Context: an optimization exercise on an open-source flow, tuned for small area, a short achievable clock period and few clock cycles. The choices shown serve that exercise and are no tape-out recipe. Only simulation tests tie the RTL to the original design; equivalence was not proved. In every run shown here, the design's own scripts or RTL, not TritonCTS, make the clock network. The clock input has no modelled driver; a real chip could not lean on it and would need a root buffer or a full tree. Power and IR drop assume default switching activity.

`config.mk`:
```
export PLATFORM = sky130hd
export DESIGN_NAME = simd_histogram
export DESIGN_NICKNAME = simd_histogram
export VERILOG_FILES = /design/flow/design.v
export SDC_FILE = /design/flow/constraint.sdc
export NUM_CORES = 4
export LEC_CHECK = 0
export CAP_MARGIN = 20
export CORE_MARGIN = 2
export CORE_UTILIZATION = 40
export GPL_TIMING_DRIVEN = 0
export PLACE_DENSITY = 0.6
export SETUP_SLACK_MARGIN = 3.85
export SLEW_MARGIN = 20
```
`constraint.sdc`:
```
create_clock -name core_clock -period 6.0 [get_ports {clk}]
set_input_delay 1.2000 -clock core_clock [delete_from_list [all_inputs] [get_ports {clk}]]
set_output_delay 1.2000 -clock core_clock [all_outputs]
set_load 0.01 [all_outputs]
```
`flow/cts_hook.tcl`:
```
# Clock tree for ORFS's CTS step (sourced as PRE_CTS_TCL). The clock port
# drives one root buffer, which drives leaf buffers placed at the centres of
# groups of nearby flip-flops (k-means on their placed locations), about 22
# flip-flops per leaf. TritonCTS is then skipped: its H-tree for this design
# has 16 leaves of about 11 flip-flops, with more buffer area and a longer
# insertion delay. Every flip-flop sees the same two buffer levels.
proc mycts_build { nleaf rootm leafm } {
  set db [ord::get_db]
  set block [ord::get_db_block]
  set clknet [$block findNet clk]
  set sinks {}
  foreach it [$clknet getITerms] {
    if { [$it isInputSignal] } { lappend sinks $it }
  }
  set pts {}
  foreach it $sinks {
    set inst [$it getInst]
    set b [$inst getBBox]
    lappend pts [list [expr {([$b xMin] + [$b xMax]) / 2.0}] [expr {([$b yMin] + [$b yMax]) / 2.0}]]
  }
  set n [llength $pts]
  # k-means, seeded by points spread along the sorted x order
  set order [lsort -real -index 0 $pts]
  set cs {}
  for {set k 0} {$k < $nleaf} {incr k} {
    lappend cs [lindex $order [expr {int(($k + 0.5) * $n / $nleaf)}]]
  }
  for {set iter 0} {$iter < 50} {incr iter} {
    set asg {}
    foreach p $pts {
      set best 0; set bd 1e30
      for {set k 0} {$k < $nleaf} {incr k} {
        set c [lindex $cs $k]
        set d [expr {abs([lindex $p 0] - [lindex $c 0]) + abs([lindex $p 1] - [lindex $c 1])}]
        if {$d < $bd} { set bd $d; set best $k }
      }
      lappend asg $best
    }
    set ncs {}
    for {set k 0} {$k < $nleaf} {incr k} {
      set sx 0; set sy 0; set m 0
      foreach p $pts a $asg { if {$a == $k} { set sx [expr {$sx + [lindex $p 0]}]; set sy [expr {$sy + [lindex $p 1]}]; incr m } }
      if {$m > 0} { lappend ncs [list [expr {$sx / $m}] [expr {$sy / $m}]] } else { lappend ncs [lindex $cs $k] }
    }
    set cs $ncs
  }
  set rootmaster [$db findMaster $rootm]
  set leafmaster [$db findMaster $leafm]
  set rootnet [odb::dbNet_create $block "clknet_root"]
  $rootnet setSigType CLOCK
  set root [odb::dbInst_create $block $rootmaster "clkbuf_root"]
  [$root findITerm A] connect $clknet
  [$root findITerm X] connect $rootnet
  set rx 0; set ry 0
  foreach c $cs { set rx [expr {$rx + [lindex $c 0]}]; set ry [expr {$ry + [lindex $c 1]}] }
  $root setLocation [expr {int($rx / $nleaf)}] [expr {int($ry / $nleaf)}]
  $root setPlacementStatus PLACED
  set leafnets {}
  for {set k 0} {$k < $nleaf} {incr k} {
    set net [odb::dbNet_create $block "clknet_leaf_$k"]
    $net setSigType CLOCK
    set inst [odb::dbInst_create $block $leafmaster "clkbuf_leaf_$k"]
    [$inst findITerm A] connect $rootnet
    [$inst findITerm X] connect $net
    set c [lindex $cs $k]
    $inst setLocation [expr {int([lindex $c 0])}] [expr {int([lindex $c 1])}]
    $inst setPlacementStatus PLACED
    lappend leafnets $net
  }
  foreach it $sinks a $asg {
    $it disconnect
    $it connect [lindex $leafnets $a]
  }
  set counts {}
  for {set k 0} {$k < $nleaf} {incr k} { lappend counts [llength [lsearch -all $asg $k]] }
  puts "MYCTS sinks $n leaves $nleaf fanouts $counts"
}

set mycts_nsinks [llength [all_registers -clock_pins]]
mycts_build [expr {max(1, ($mycts_nsinks + 21) / 22)}] sky130_fd_sc_hd__clkbuf_16 sky130_fd_sc_hd__clkbuf_16
global_connect
set_propagated_clock [all_clocks]
rename clock_tree_synthesis tritoncts_clock_tree_synthesis
proc clock_tree_synthesis { args } {
  puts "cts_hook.tcl: clock tree already built, TritonCTS skipped"
}
```
`standard.sh`:
```
#!/bin/bash
# synth_recipe.tcl (not shown) runs the flow's synth.tcl, then flattens the netlist and writes it again
# the make line also repeats each setting of config.mk as NAME=value (left out here)
make -C /OpenROAD-flow-scripts/flow DESIGN_CONFIG=/design/flow/config.mk WORK_HOME=/design/flow/orfs CLKGATE_MAP_FILE= SYNTH_SCRIPT=/design/flow/synth_recipe.tcl "${@:-finish}"
```
`design.v`:
```
module Histogram #(parameter INC = 0) (
	input        clk,
	input  [3:0] match,     
	input  [1:0] eq,        
	input  [1:0] ne,        
	input        clear,
	input  [4:0] loIn,      
	input        cyIn,
	input        pIn,
	input  [9:0] hiIn,
	output [4:0] lo,        
	output       cy,
	output       p,
	output reg [9:0] hi
);
wire a1 = match[0] & eq[0];
wire a0 = (match[0] | match[1]) & ne[0];
wire b1 = match[2] & eq[1];
wire b0 = (match[2] | match[3]) & ne[1];
wire s0 = loIn[0] ^ a0 ^ b0;
wire k0 = (loIn[0] & a0) | (b0 & (loIn[0] | a0));
wire t1 = loIn[1] ^ a1 ^ b1;
wire k1 = (loIn[1] & a1) | (b1 & (loIn[1] | a1));
wire s2 = t1 ^ k0;
wire c2 = k1 | (t1 & k0);
wire [4:0] loN = {loIn[4] ^ (cyIn & loIn[3] & loIn[2]), loIn[3] ^ (cyIn & loIn[2]), loIn[2] ^ cyIn, s2, s0};
wire       ovf = cyIn & loIn[4] & loIn[3] & loIn[2];
reg cyr;
reg [1:0] xlo;
reg [4:2] lor;
always @(posedge clk) begin
	if (clear) begin
		xlo <= 2'b11;
		lor <= 3'd0;
		cyr <= 1'b0;
	end else begin
		xlo <= loN[1:0] ^ 2'b11;
		lor <= loN[4:2];
		cyr <= c2;
	end
end
assign lo = {lor, xlo ^ 2'b11};
assign cy = cyr;
generate
	if (INC) begin : G_INC
		wire [9:0] ones;
		wire       inc = pIn | ovf;
		genvar i;
		assign ones[0] = 1'b1;
		for (i = 1; i < 10; i = i + 1) begin : ONES
			assign ones[i] = ones[i-1] & hiIn[i-1];
		end
		always @(posedge clk) hi <= hiIn ^ (ones & {10{inc}});
		assign p = 1'b0;
	end else begin : G_MOVE
		reg pr;
		always @(posedge clk) begin
			if (clear) begin
				pr <= 1'b0;
				hi <= 10'd0;
			end else begin
				pr <= pIn | ovf;
				hi <= hiIn;
			end
		end
		assign p = pr;
	end
endgenerate
endmodule
module simd_histogram (
	input             clk,
	input             rst_n,
	input             img_ready,
	output     [11:0] img_addr,
	input      [31:0] img_data,
	output            hist_we,
	output      [2:0] hist_addr,
	output     [15:0] hist_data,
	output reg        hist_transmit
);
localparam [2:0] U0 = 3'd6;
reg        busy;       
reg [11:0] addr;
reg        v1;         
reg        v2;         
reg        v3;         
reg        ow;         
reg  [2:0] u;          
reg [11:0] px;         
reg  [1:0] eq;         
wire a0    = (addr[10:0] == 11'd0);    
wire rd    = busy & ~(a0 & ~addr[11]);
wire go    = rst_n & ((~busy & ~ow & img_ready) | rd);
wire start = v3 & ~v2;
wire [1:0] ne = {2{v2}} & ~eq;    
wire [2:0] nu = 3'd2 - u;    
wire       fb = addr[11] ^ addr[5] ^ addr[3] ^ addr[0] ^ a0;
always @(posedge clk) begin
	px   <= {img_data[31:29] + nu, img_data[23:21] + nu, img_data[15:13] + nu, img_data[7:5] + nu};
	eq[0] <= v1 & (img_data[15:13] == img_data[7:5]);
	eq[1] <= v1 & (img_data[31:29] == img_data[23:21]);
	addr <= go ? {addr[10:0], fb} : 12'd0;
	if (~rst_n) begin
		busy <= 1'b0;
		v1   <= 1'b0;
		v2   <= 1'b0;
		v3   <= 1'b0;
		ow   <= 1'b1;
		u    <= U0;
		hist_transmit <= 1'b0;
	end else begin
		busy <= (busy & ~hist_transmit) | go;
		v1   <= go;
		v2   <= v1;
		v3   <= v2;
		ow   <= start | (ow & (u != U0 + 3'd1));
		u    <= (busy | ow) ? u - 3'd1 : 3'd0;
		hist_transmit <= busy & ow & (u == U0 + 3'd2);
	end
end
assign img_addr  = addr;
assign hist_we   = ow;
assign hist_addr = u;
wire [4:0] lo [0:7];
wire       cy [0:7];
wire       p  [0:7];
wire [9:0] hi [0:7];
genvar s, l;
generate
	for (s = 0; s < 8; s = s + 1) begin : SLOT
		wire [3:0] match;
		for (l = 0; l < 4; l = l + 1) begin : PIX
			assign match[l] = (px[3*l+2:3*l] == s);
		end
		Histogram #(.INC(s == 0)) H (
			.clk(clk), .match(match), .eq(eq), .ne(ne), .clear(s == 1 ? ow : 1'b0),
			.loIn(lo[(s + 7) % 8]), .cyIn(cy[(s + 7) % 8]), .pIn(p[(s + 7) % 8]), .hiIn(hi[(s + 7) % 8]),
			.lo(lo[s]), .cy(cy[s]), .p(p[s]), .hi(hi[s]));
	end
endgenerate
assign hist_data = {1'b0, hi[0], lo[0]};
endmodule
```
`flow/run.sh`:
```
#!/bin/bash
# The standard layout (standard.sh), except that the clock tree is built
# by flow/cts_hook.tcl, run by ORFS's CTS step as its PRE_CTS_TCL hook,
# instead of by TritonCTS, and the port buffers are inserted as buf_1 cells
# (buffer_ports otherwise picks a delay cell, clkdlybuf4s50_1, larger and
# slower; the timing repair resizes any that need more drive). make's full output goes to flow_make.log; each
# ORFS step keeps its own log under orfs/logs/.
set -euo pipefail
export PRE_CTS_TCL="$(pwd)/flow/cts_hook.tcl"
export BUFFER_PORTS_ARGS="-buffer_cell sky130_fd_sc_hd__buf_1"
bash standard.sh finish > flow_make.log 2>&1
```
==> results.cfg, run 1 <==
[outcome]
status = complete, no violations

[setup_path]
required_ps = 4800
path_cells = clkbuf_2
crit_type = reg -> out
cp_slowest_cell = dfxtp_4
crit_arrival_ps = 920
cp-start-kind = flip-flop
crit_family = flip-flops
crit_buf_inv = 1
cp_max_fo = 9
cp_slowest_stage_delay_ps = 410
endpoint_kind = output pin

[cells_and_area]
area_growth_pct = 11.8
seq_area_mm2 = 0.00342
fin_nets = 605
final_common_cell = dfxtp_1
fillers = 1334
layout-drive-gt1-share = 0.0746
antennaDiodeCount = 0
multiInputGateArea_mm2 = 0.00206
mostFrequentLayoutCells = dfxtp_1 (161), buf_1 (33), inv_1 (31), nand2_1 (31), ha_1 (25)

[place]
routabilityCongestion = 0.846
portBuffers = 46
place_ws_ps = 3680
dp_hpwl_um = 6370

[logic_synthesis]
synthesis.instances = 468
synth_area_leaders = dfxtp_1 (61%), fa_1 (7.1%), ha_1 (5.6%)
ys_types = 34
yosysSeqAreaShare = 0.607
syn_area_per_cell_um2 = 12.0
synth_fp_nets = 548
yosys.area.top_type = dfxtp_1
synth_seq_cells = 170
synth_top_area_frac = 0.607
ys.warnings.count = 3
synth_area_mm2 = 0.00561

[routing]
drt_iter0_drc = 198
drt_wl_total_um = 8640
vias = 3149
drc_errors = 0
detail_route.wl_per_cell_um = 12.3
routed_via_density = 4.48
dr.pass1.iters = 4
antenna_left = 0

[floorplan]
start_util = 0.407
rows = 43
design.core.area_mm2 = 0.0138
die_x_um = 122
die_height_um = 122
die_area_mm2 = 0.0150
num_io_pins = 68

[sta]
rsz0062_at_grt = yes
fmax_ghz = 0.472
final_hold_viol_count = 0
fin_crit_ps = 2120
finalSetupViolations = 0
tns_ps = 0
maxSlewHeadroom = 0.602
drv_slew = 0
finalWorstSetupSlack_ps = 3880
worst_clock_skew_ps = 26.7
finalCritPeriodShare = 0.353
worst_slew_pin_slew_ps = 596

[grt]
track_usage = 0.117
grt_max_degree = 27
grt_pass1_vias = 3120
overflow = 0
grt_pass1_wl_um = 14400
antenna_found_initial = 0

[pwr]
ir_drop_v = 0.000167
powerDensity_mw_per_mm2 = 337
p_leak_nw = 2.66

[hold_path]
worst_hold_path_type = reg -> reg

[clock_network]
clk_pin_slew_ps = 90
worstSkewPairLatency_ps = 370
holdBufCountCts = 0

[flow_run]
maxCapViolCount = 0
[per-stage QoR]
stage          total power, mW  cell area [um^2]   util  std cells  hold slack, ps
2_1_floorplan             1.47              5610      -        468             310
3_3_place_gp              1.54              6010  0.436        694             311
4_1_cts                   2.13              6240  0.453        703             309
5_1_grt                   2.22              6270  0.455        703             310
6_report                  2.11              6270  0.455        703             302
3_5_place_dp              1.55              6010  0.436        694             312
[sequential cells by signal (all words and copies together), names as in the netlist]
signal            flops
eq                    2
v2                    1
px                   12
SLOT.H.lor           24
busy                  1
v1                    1
v3                    1
hist_transmit         1
SLOT.H.hi            80
SLOT.H.G_MOVE.pr      7
SLOT.H.xlo           16
addr                 12
SLOT.H.cyr            8
u                     3
ow                    1
[timing repair]
| action | CTS | global route |
|---|---|---|
| setup endpoints to repair | 5 | 16 |
| resized for setup | 5 | 24 |
| cloned | 0 | 0 |
| setup buffers | 0 | 0 |
[area by class of cell]
| class | instances | share of cell area |
|---|---|---|
| inverter | 32 | 0.0192 |
| sequential | 170 | 0.546 |
| tap | 180 | 0.0359 |
| timing repair buffer | 46 | 0.0301 |
| buffer | 16 | 0.0407 |
| multi-input combinational | 259 | 0.329 |
[synthesized netlist by cell type]
| master | n |
|---|---|
| and4_1 | 1 |
| a41o_1 | 6 |
| inv_1 | 32 |
| xnor2_1 | 23 |
| fa_1 | 20 |
| nand4_1 | 6 |
| xor3_1 | 1 |
| nor3b_1 | 5 |
| clkbuf_1 | 6 |
| ha_1 | 25 |
| nor4b_1 | 1 |
| o21a_1 | 1 |
| nand3_1 | 21 |
| conb_1 | 1 |
| nor2b_1 | 24 |
| nor2_2 | 1 |
| nor4_1 | 2 |
| a31oi_1 | 1 |
| nand2b_1 | 11 |
| a21oi_1 | 2 |
| nand2_1 | 31 |
| a32o_1 | 1 |
| nor3_1 | 11 |
| xor2_1 | 19 |
| dfxtp_1 | 170 |
| buf_4 | 1 |
| and2_1 | 13 |
| nand3_2 | 1 |
| a41o_2 | 1 |
| or2_2 | 1 |
| o21ai_1 | 1 |
| nand3b_1 | 2 |
| nor2_1 | 10 |
| o21ai_0 | 16 |
[where the power goes]
part           total (mW)  leakage, nW  internal (mW)  switching (mW)
Sequential           1.28         1.38           1.20          0.0809
Clock               0.583        0.111          0.268           0.315
Combinational       0.254         1.17          0.108           0.146
Total                2.11         2.66           1.57           0.541
[metal layers]
metal	GRT usage	wire length [um]	vias to the layer above
li1	-	-	1617
met1	0.162	4220	1452
met2	0.195	3840	70
met3	0.0200	443	10
met4	0.0172	131	0
met5	0	0	-
[cell families (layout without fill, tap and decap cells)]
| group | Yosys count | count (layout) | synth area share |
|---|---|---|---|
| flip-flops | 170 | 170 | 0.607 |
| AO/OA/AOI/OAI | 29 | 29 | 0.0339 |
| AND/OR/NAND/NOR | 141 | 141 | 0.135 |
| buffers and inverters | 39 | 94 | 0.0268 |
| XOR/XNOR | 43 | 43 | 0.0698 |
| other | 1 | 1 | 0.000669 |
| adder cells (fa/ha/maj) | 45 | 45 | 0.127 |
[final timing paths]
check | end | depth (start not counted) | start | slack (ps)
setup / recovery | hist_addr[0] | 1 | u[0]$_SDFF_PN0_ | 3880
hold / removal | SLOT[2].H.hi[3]$_DFF_P_ | 0 | SLOT[1].H.hi[3]$_SDFF_PP0_ | 300
setup reg to reg | SLOT[7].H.cyr$_DFF_P_ | 6 | px[1]$_DFF_P_ | 4000
hold reg to reg | SLOT[2].H.hi[3]$_DFF_P_ | 0 | SLOT[1].H.hi[3]$_SDFF_PP0_ | 300
Testbench counts, summed over its fixed seeds: cycles 131,464.
==> run 2: changes to the inputs <==
--- a/config.mk
+++ b/config.mk
@@ -8,7 +8,6 @@
 export CAP_MARGIN = 20
 export CORE_MARGIN = 2
 export CORE_UTILIZATION = 40
-export GPL_TIMING_DRIVEN = 0
 export PLACE_DENSITY = 0.6
-export SETUP_SLACK_MARGIN = 3.85
+export SETUP_SLACK_MARGIN = 3.9
 export SLEW_MARGIN = 20
==> results.cfg, run 2 <==
[outcome]
status = complete, no violations

[setup_path]
cp_slowest_stage_delay_ps = 370
crit_type = reg -> out
cp_slowest_cell = dfxtp_2
cp-start-kind = flip-flop
endpoint_kind = output pin
required_ps = 4800
path_cells = inv_2 > buf_6
crit_arrival_ps = 900
cp_max_fo = 2

[routing]
drt_wl_total_um = 8870
drc_errors = 0
dr.pass1.iters = 4
antenna_left = 0
drt_iter0_drc = 127
routed_via_density = 4.52
detail_route.wl_per_cell_um = 12.5
vias = 3210

[logic_synthesis]
synth_seq_cells = 170
synth_area_leaders = dfxtp_1 (61%), fa_1 (7.1%), ha_1 (5.6%)
synth_fp_nets = 548
yosysMostFrequentCell = dfxtp_1
yosys.area.top_type = dfxtp_1
yosysSeqAreaShare = 0.607
ys.warnings.count = 3
synthTopCellsByCount = dfxtp_1 (170), inv_1 (32), nand2_1 (31)
ys_types = 34
synth_top_area_frac = 0.607
ys.flop_type = dfxtp_1
synthesis.instances = 468
synthArstFlopShare = 0
synth_area_mm2 = 0.00561
synth_edf_count = 0
syn_area_per_cell_um2 = 12.0

[clock_network]
holdBufCountCts = 0
clk_pin_slew_ps = 100
worstSkewPairLatency_ps = 380

[grt]
track_usage = 0.118
grt_pass1_wl_um = 14700
overflow = 0
grt_max_degree = 32
grt_pass1_vias = 3192
antenna_found_initial = 0

[sta]
tns_ps = 0
finalCritPeriodShare = 0.350
drv_slew = 0
fin_crit_ps = 2100
rsz0062_at_grt = yes
finalWorstSetupSlack_ps = 3900
worst_clock_skew_ps = 43.2
fmax_ghz = 0.476
finalSetupViolations = 0
final_hold_viol_count = 0

[cells_and_area]
antennaDiodeCount = 0
largest_register = SLOT.H.hi
layout-drive-gt1-share = 0.179
mostFrequentLayoutCells = dfxtp_1 (142), nand2_1 (31), inv_1 (30)
final_common_cell = dfxtp_1
largest_register_ff_count = 80
reg.largest.list = SLOT.H.hi (80), SLOT.H.lor (24), SLOT.H.xlo (16)
instances_no_fill = 710
area_growth_pct = 15.1
finish.utilization = 0.469
fillers = 1301
fin_nets = 612
finish.instance_area_mm2 = 0.00646

[flow_run]
maxCapViolCount = 0

[pwr]
powerDensity_mw_per_mm2 = 332
p_leak_nw = 2.81
ir_drop_v = 0.000170

[floorplan]
start_util = 0.407
die_area_mm2 = 0.0150
design.core.area_mm2 = 0.0138
die_x_um = 122
die_height_um = 122
rows = 43
num_io_pins = 68

[place]
place_ws_ps = 3670
portBuffers = 46
dp_hpwl_um = 6280
routabilityCongestion = 0.860
placed_cell_area_mm2 = 0.00599
placedCellCount = 687

[hold_path]
worst_hold_path_type = reg -> reg
## run 2: logic make-up after synthesis
group,count (synthesis),share of synthesized area
flip-flops,170,0.607
AND/OR/NAND/NOR,141,0.135
buffers and inverters,39,0.0268
AO/OA/AOI/OAI,29,0.0339
adder cells (fa/ha/maj),45,0.127
XOR/XNOR,43,0.0698
other,1,0.000669
## run 2: area by class of cell
type	count	area [um^2]	area share
sequential	170	3450	0.534
inverter	32	120	0.0186
buffer	9	225	0.0349
multi-input combinational	259	2070	0.321
tap	180	225	0.0349
timing repair buffer	60	367	0.0568
## run 2: layer usage
metal | routed length [um] | GRT usage
met3 | 344 | 0.0125
met1 | 4320 | 0.167
met5 | 0 | 0
met4 | 188 | 0.0216
met2 | 4020 | 0.199
## run 2: report_power, final
part | internal (mW) | leakage (nW) | total (mW) | switching, mW
combinational | 0.129 | 1.31 | 0.265 | 0.136
sequential | 1.20 | 1.39 | 1.29 | 0.0957
clock | 0.268 | 0.111 | 0.588 | 0.320
total | 1.59 | 2.81 | 2.15 | 0.552
## run 2: worst max-delay path: cells and delay by family (launching register included)
family,cells,cell delay [ps]
DFF,1,370
buffers and inverters,2,160
## run 2: through the flow
step | power [mW] | hold WS (ps)
floorplan | 1.47 | 310
global placement | 1.54 | 311
detailed placement | 1.55 | 312
CTS | 2.16 | 331
global route | 2.26 | 333
finish | 2.15 | 327
## run 2: timing repair
item	4_1_cts	5_1_grt
setup endpoints to repair	29	24
setup buffers	10	4
gates resized for setup	57	20
endpoints found under the hold margin	0	0
## run 2: worst paths after layout
kind                                    to  depth (start not counted)  slack (ps)                      from
hold reg to reg    SLOT[5].H.hi[0]$_DFF_P_                          0         330   SLOT[4].H.hi[0]$_DFF_P_
setup reg to reg  SLOT[5].H.xlo[1]$_DFF_P_                          6        4010             px[6]$_DFF_P_
hold / removal     SLOT[5].H.hi[0]$_DFF_P_                          0         330   SLOT[4].H.hi[0]$_DFF_P_
setup / recovery              hist_data[1]                          2        3900  SLOT[0].H.xlo[1]$_DFF_P_
==> run 3: changes to the inputs <==
--- a/config.mk
+++ b/config.mk
@@ -9,5 +9,5 @@
 export CORE_MARGIN = 2
 export CORE_UTILIZATION = 40
 export PLACE_DENSITY = 0.6
-export SETUP_SLACK_MARGIN = 3.9
+export SETUP_SLACK_MARGIN = 3.8
 export SLEW_MARGIN = 20
==> results.cfg, run 3 <==
[outcome]
status = complete, no violations

[sta]
drv_slew = 0
finalCritPeriodShare = 0.360
final_hold_viol_count = 0
maxSlewHeadroom = 0.651
worst_slew_pin_slew_ps = 522
fmax_ghz = 0.464
finalSetupViolations = 0
fin_crit_ps = 2160
tns_ps = 0
worst_clock_skew_ps = 24.2
rsz0062_at_grt = no

[setup_path]
crit_family = flip-flops
path_cells = buf_1
crit_arrival_ps = 960
required_ps = 4800
cp_max_fo = 5
cp_slowest_stage_delay_ps = 420
timing.reg2reg.setup_slack_ps = 4010
cp_slowest_cell = dfxtp_1
crit_buf_inv = 1
endpoint_kind = output pin
cp-start-kind = flip-flop
crit_type = reg -> out

[grt]
grt_pass1_wl_um = 14300
overflow = 0
grt_max_degree = 28
antenna_found_initial = 0
grt_pass1_vias = 3079
track_usage = 0.117

[logic_synthesis]
synth_edf_count = 0
synth_area_mm2 = 0.00561
ys.flop_type = dfxtp_1
yosys.area.top_type = dfxtp_1
yosysSeqAreaShare = 0.607
synth_seq_cells = 170
synthTopCellsByCount = dfxtp_1 (170), inv_1 (32), nand2_1 (31)
synth_top_area_frac = 0.607
ys_types = 34
synth_area_leaders = dfxtp_1 (61%), fa_1 (7.1%), ha_1 (5.6%)
synth_fp_nets = 548
yosysMostFrequentCell = dfxtp_1
synthArstFlopShare = 0
syn_area_per_cell_um2 = 12.0
synthesis.instances = 468
ys.warnings.count = 3

[place]
portBuffers = 46
routabilityCongestion = 0.829
dp_hpwl_um = 6250

[floorplan]
die_area_mm2 = 0.0150
die_x_um = 122
rows = 43
die_height_um = 122
num_io_pins = 68
start_util = 0.407
design.core.area_mm2 = 0.0138

[cells_and_area]
finish.utilization = 0.453
antennaDiodeCount = 0
mostFrequentLayoutCells = dfxtp_1 (163), buf_1 (46), inv_1 (32)
fin_nets = 601
reg.largest.list = SLOT.H.hi (80), SLOT.H.lor (24), SLOT.H.xlo (16)
final_common_cell = dfxtp_1
largest_register = SLOT.H.hi
area_growth_pct = 11.3
largest_register_ff_count = 80
layout-drive-gt1-share = 0.0443

[routing]
drc_errors = 0
detail_route.wl_per_cell_um = 12.5
routed_via_density = 4.48
vias = 3132
dr.pass1.iters = 4
drt_wl_total_um = 8710
drt_iter0_drc = 107
antenna_left = 0

[pwr]
p_leak_nw = 2.61
powerDensity_mw_per_mm2 = 338
p_total_mw = 2.11
ir_drop_v = 0.000166

[clock_network]
holdBufCountCts = 0
clk_pin_slew_ps = 80
worstSkewPairLatency_ps = 370

[hold_path]
worst_hold_path_type = reg -> reg

[flow_run]
maxCapViolCount = 0
==> run 3: cell types whose count changed in the layout (fill, tap and decap cells not counted), moves of 4 or more <==
cell / delta
buf_1: +31
buf_4: -12
buf_6: -7
fa_1: +4
fa_2: -4
dfxtp_2: -19
dfxtp_1: +21
buf_2: -21
==> run 3: cells by family (layout without fill, tap and decap cells) <==
kind of cell,after synthesis,in the layout,synth area share
other,1,1,0.000669
buffers and inverters,39,90,0.0268
XOR/XNOR,43,43,0.0698
AO/OA/AOI/OAI,29,29,0.0339
AND/OR/NAND/NOR,141,141,0.135
flip-flops,170,170,0.607
adder cells (fa/ha/maj),45,45,0.127
==> run 3: per-stage QoR <==
stage	setup slack [ps]	hold slack (ps)	area, um^2	std cells
floorplan	3860	310	5610	468
finish	3840	324	6240	699
global placement	3680	311	5980	687
CTS	3690	326	6210	696
global route	3800	327	6240	699
detailed placement	3650	312	5980	687
==> run 3: per-layer routing <==
metal,track usage,vias to the layer above,share of wire
met4,0.0151,0,0.013
met3,0.0158,10,0.047
met1,0.161,1462,0.48
met5,0,-,0
met2,0.201,51,0.46
li1,-,1609,-
==> run 3: timing repair <==
action,in CTS,in global routing
setup endpoints to repair,3,6
buffers inserted,0,3
hold endpoints to repair,0,0
gates resized for setup,4,5
==> run 3: area by class of cell <==
type	count	area, um^2
fillers	1316	7530
flip-flops and latches	170	3420
multi-input cells	259	2060
plain buffers	9	225
well taps	180	225
repair buffers	49	199
inverters	32	120
==> run 3: final timing paths <==
kind | startpoint | end | cells after the start
setup reg to reg | px[0]$_DFF_P_ | SLOT[1].H.xlo[0]$_SDFF_PP1_ | 5
hold / removal | SLOT[6].H.hi[0]$_DFF_P_ | SLOT[7].H.hi[0]$_DFF_P_ | 0
setup / recovery | addr[5]$_SDFF_PN0_ | img_addr[5] | 1
hold reg to reg | SLOT[6].H.hi[0]$_DFF_P_ | SLOT[7].H.hi[0]$_DFF_P_ | 0
==> run 3: where the power goes <==
| part | switching [mW] | internal (mW) | total, mW |
|---|---|---|---|
| Clock | 0.314 | 0.268 | 0.582 |
| Combinational | 0.126 | 0.108 | 0.234 |
| Sequential | 0.0979 | 1.20 | 1.29 |
| Total | 0.538 | 1.57 | 2.11 |
==> run 4: changes to the inputs <==
--- a/config.mk
+++ b/config.mk
@@ -9,5 +9,5 @@
 export CORE_MARGIN = 2
 export CORE_UTILIZATION = 40
 export PLACE_DENSITY = 0.6
-export SETUP_SLACK_MARGIN = 3.8
+export SETUP_SLACK_MARGIN = 3.85
 export SLEW_MARGIN = 20
==> results.cfg, run 4 <==
[logic_synthesis]
yosys.area.top_type = dfxtp_1
ys.warnings.count = 3
synth_area_leaders = dfxtp_1 (61%), fa_1 (7.1%), ha_1 (5.6%)
synth_top_area_frac = 0.607
synth_fp_nets = 548
synth_area_mm2 = 0.00561
yosysMostFrequentCell = dfxtp_1
synth_seq_cells = 170
ys_types = 34
synth_edf_count = 0
synthArstFlopShare = 0
ys.flop_type = dfxtp_1
yosysSeqAreaShare = 0.607
syn_area_per_cell_um2 = 12.0
synthTopCellsByCount = dfxtp_1 (170), inv_1 (32), nand2_1 (31)
synthesis.instances = 468

[floorplan]
start_util = 0.407
rows = 43
die_height_um = 122
die_area_mm2 = 0.0150
num_io_pins = 68
design.core.area_mm2 = 0.0138
die_x_um = 122

[routing]
vias = 3141
antenna_left = 0
drt_iter0_drc = 105
detail_route.wl_per_cell_um = 12.5
dr.pass1.iters = 4
routed_via_density = 4.49
drc_errors = 0
drt_wl_total_um = 8730

[setup_path]
cp_slowest_cell = dfxtp_2
reg2reg_from = v2$_SDFF_PN0_
cp_max_fo = 5
crit_type = reg -> out
path_cells = buf_1
cp_slowest_stage_delay_ps = 380
timing.reg2reg.setup_slack_ps = 4010
r2r_cells = 6
regToRegEndpoint = SLOT[0].H.xlo[1]$_DFF_P_
required_ps = 4800
crit_family = flip-flops
crit_buf_inv = 1
cp-start-kind = flip-flop
crit_arrival_ps = 900
endpoint_kind = output pin

[cells_and_area]
final_common_cell = dfxtp_1
area_growth_pct = 11.9
largest_register_ff_count = 80
layout-drive-gt1-share = 0.0846
antennaDiodeCount = 0
fin_nets = 602
largest_register = SLOT.H.hi
mostFrequentLayoutCells = dfxtp_1 (156), buf_1 (34), inv_1 (32)
reg.largest.list = SLOT.H.hi (80), SLOT.H.lor (24), SLOT.H.xlo (16)

[clock_network]
clk_pin_slew_ps = 80
worstSkewPairLatency_ps = 370

[sta]
final_hold_viol_count = 0
rsz0062_at_grt = no
fmax_ghz = 0.476
tns_ps = 0
worst_clock_skew_ps = 24.3
worst_slew_pin_slew_ps = 518
maxSlewHeadroom = 0.653
finalSetupViolations = 0
finalCritPeriodShare = 0.350
drv_slew = 0
fin_crit_ps = 2100

[hold_path]
min_path_cells = 0
hold_start = SLOT[6].H.hi[0]$_DFF_P_
hold_end = SLOT[7].H.hi[0]$_DFF_P_
worst_hold_path_type = reg -> reg

[outcome]
status = complete, no violations

[place]
routabilityCongestion = 0.829
dp_hpwl_um = 6250
portBuffers = 46

[pwr]
powerDensity_mw_per_mm2 = 337
ir_drop_v = 0.000167
p_total_mw = 2.12
p_leak_nw = 2.66

[grt]
antenna_found_initial = 0
grt_max_degree = 28
grt_pass1_vias = 3089
overflow = 0
track_usage = 0.118
grt_pass1_wl_um = 14500

[flow_run]
maxCapViolCount = 0
-- run 4: power by group --
group / internal, mW / switching, mW / leakage [nW]
sequential: 1.20 / 0.0965 / 1.38
combinational: 0.112 / 0.128 / 1.17
clock: 0.268 / 0.314 / 0.111
total: 1.58 / 0.539 / 2.66
-- run 4: per-stage QoR --
| step | utilization | std cells | hold slack, ps | cell area (um^2) | setup slack [ps] |
|---|---|---|---|---|---|
| floorplan | - | 468 | 310 | 5610 | 3860 |
| finish | 0.456 | 700 | 324 | 6280 | 3900 |
| global route | 0.456 | 700 | 327 | 6280 | 3850 |
| detailed placement | 0.434 | 687 | 312 | 5980 | 3650 |
| CTS | 0.453 | 698 | 326 | 6240 | 3860 |
| global placement | 0.434 | 687 | 311 | 5980 | 3680 |
-- run 4: cell families after synthesis --
kind of cell | after synthesis | share of synthesized area
AO/OA/AOI/OAI | 29 | 0.0339
XOR/XNOR | 43 | 0.0698
adder cells (fa/ha/maj) | 45 | 0.127
buffers and inverters | 39 | 0.0268
flip-flops | 170 | 0.607
other | 1 | 0.000669
AND/OR/NAND/NOR | 141 | 0.135
-- run 4: layout make-up --
| type | instances | area, um^2 |
|---|---|---|
| Multi-Input combinational cell | 259 | 2060 |
| Buffer | 9 | 225 |
| Timing Repair Buffer | 50 | 221 |
| Inverter | 32 | 120 |
| Sequential cell | 170 | 3430 |
| Tap cell | 180 | 225 |
| Fill cell | 1312 | 7500 |
-- run 4: worst max-delay path by stage --
stage                                    from              to  slack [ps]  cells past startpoint
after floorplan                  img_data[29]  px[11]$_DFF_P_        3860                      4
after global placement          ow$_SDFF_PN1_         hist_we        3680                      1
after detailed placement         img_data[13]   px[5]$_DFF_P_        3650                      5
after CTS                     u[1]$_SDFF_PN1_    hist_addr[1]        3860                      1
after global routing      addr[10]$_SDFF_PN0_    img_addr[10]        3850                      1
final                      addr[5]$_SDFF_PN0_     img_addr[5]        3900                      1
-- run 4: metal layers --
metal / GRT usage / wire length, um
met5: 0 / 0
met4: 0.0151 / 117
met3: 0.0158 / 381
met2: 0.205 / 3990
met1: 0.162 / 4240
-- run 4: timing repair --
item | in CTS | in global routing
gates resized for setup | 10 | 19
endpoints found under the setup margin | 7 | 17
cloned | 0 | 0
setup buffers | 2 | 2
hold buffers | 0 | 0

static timing again, ports no longer ideal:
The results above use ideal ports. As a check the final layouts listed here were re-extracted and re-timed, cells and wires unchanged.
Step 1 assumes that a clkbuf_16 drives the clock port and a buf_2 every other input.
Step 2 moves the port delays by t, midway between the first and last clock arrival at a register: inputs arrive t later, outputs are due t later. That takes back most of the time a late clock gives input paths.
a / b / c = ideal ports / drivers / drivers and shift; a / b = the first two.
run	t (ns)	slack for setup (ns)	hold WS [ns]	worst register clock-pin slew, ns
run 1	0.388	3.883 / 3.847 / 3.686	0.302 / 0.302 / 0.302	0.09 / 0.09
run 2	0.401	3.897 / 3.860 / 3.705	0.327 / 0.327 / 0.327	0.10 / 0.10
run 3	0.397	3.843 / 3.808 / 3.659	0.324 / 0.324 / 0.324	0.10 / 0.10
run 4	0.396	3.899 / 3.865 / 3.660	0.324 / 0.324 / 0.324	0.10 / 0.10
After both steps every run listed still meets setup and hold. The setup slack of run 4, which loses most, moves by -0.034 ns with the drivers and by -0.239 ns with both steps.
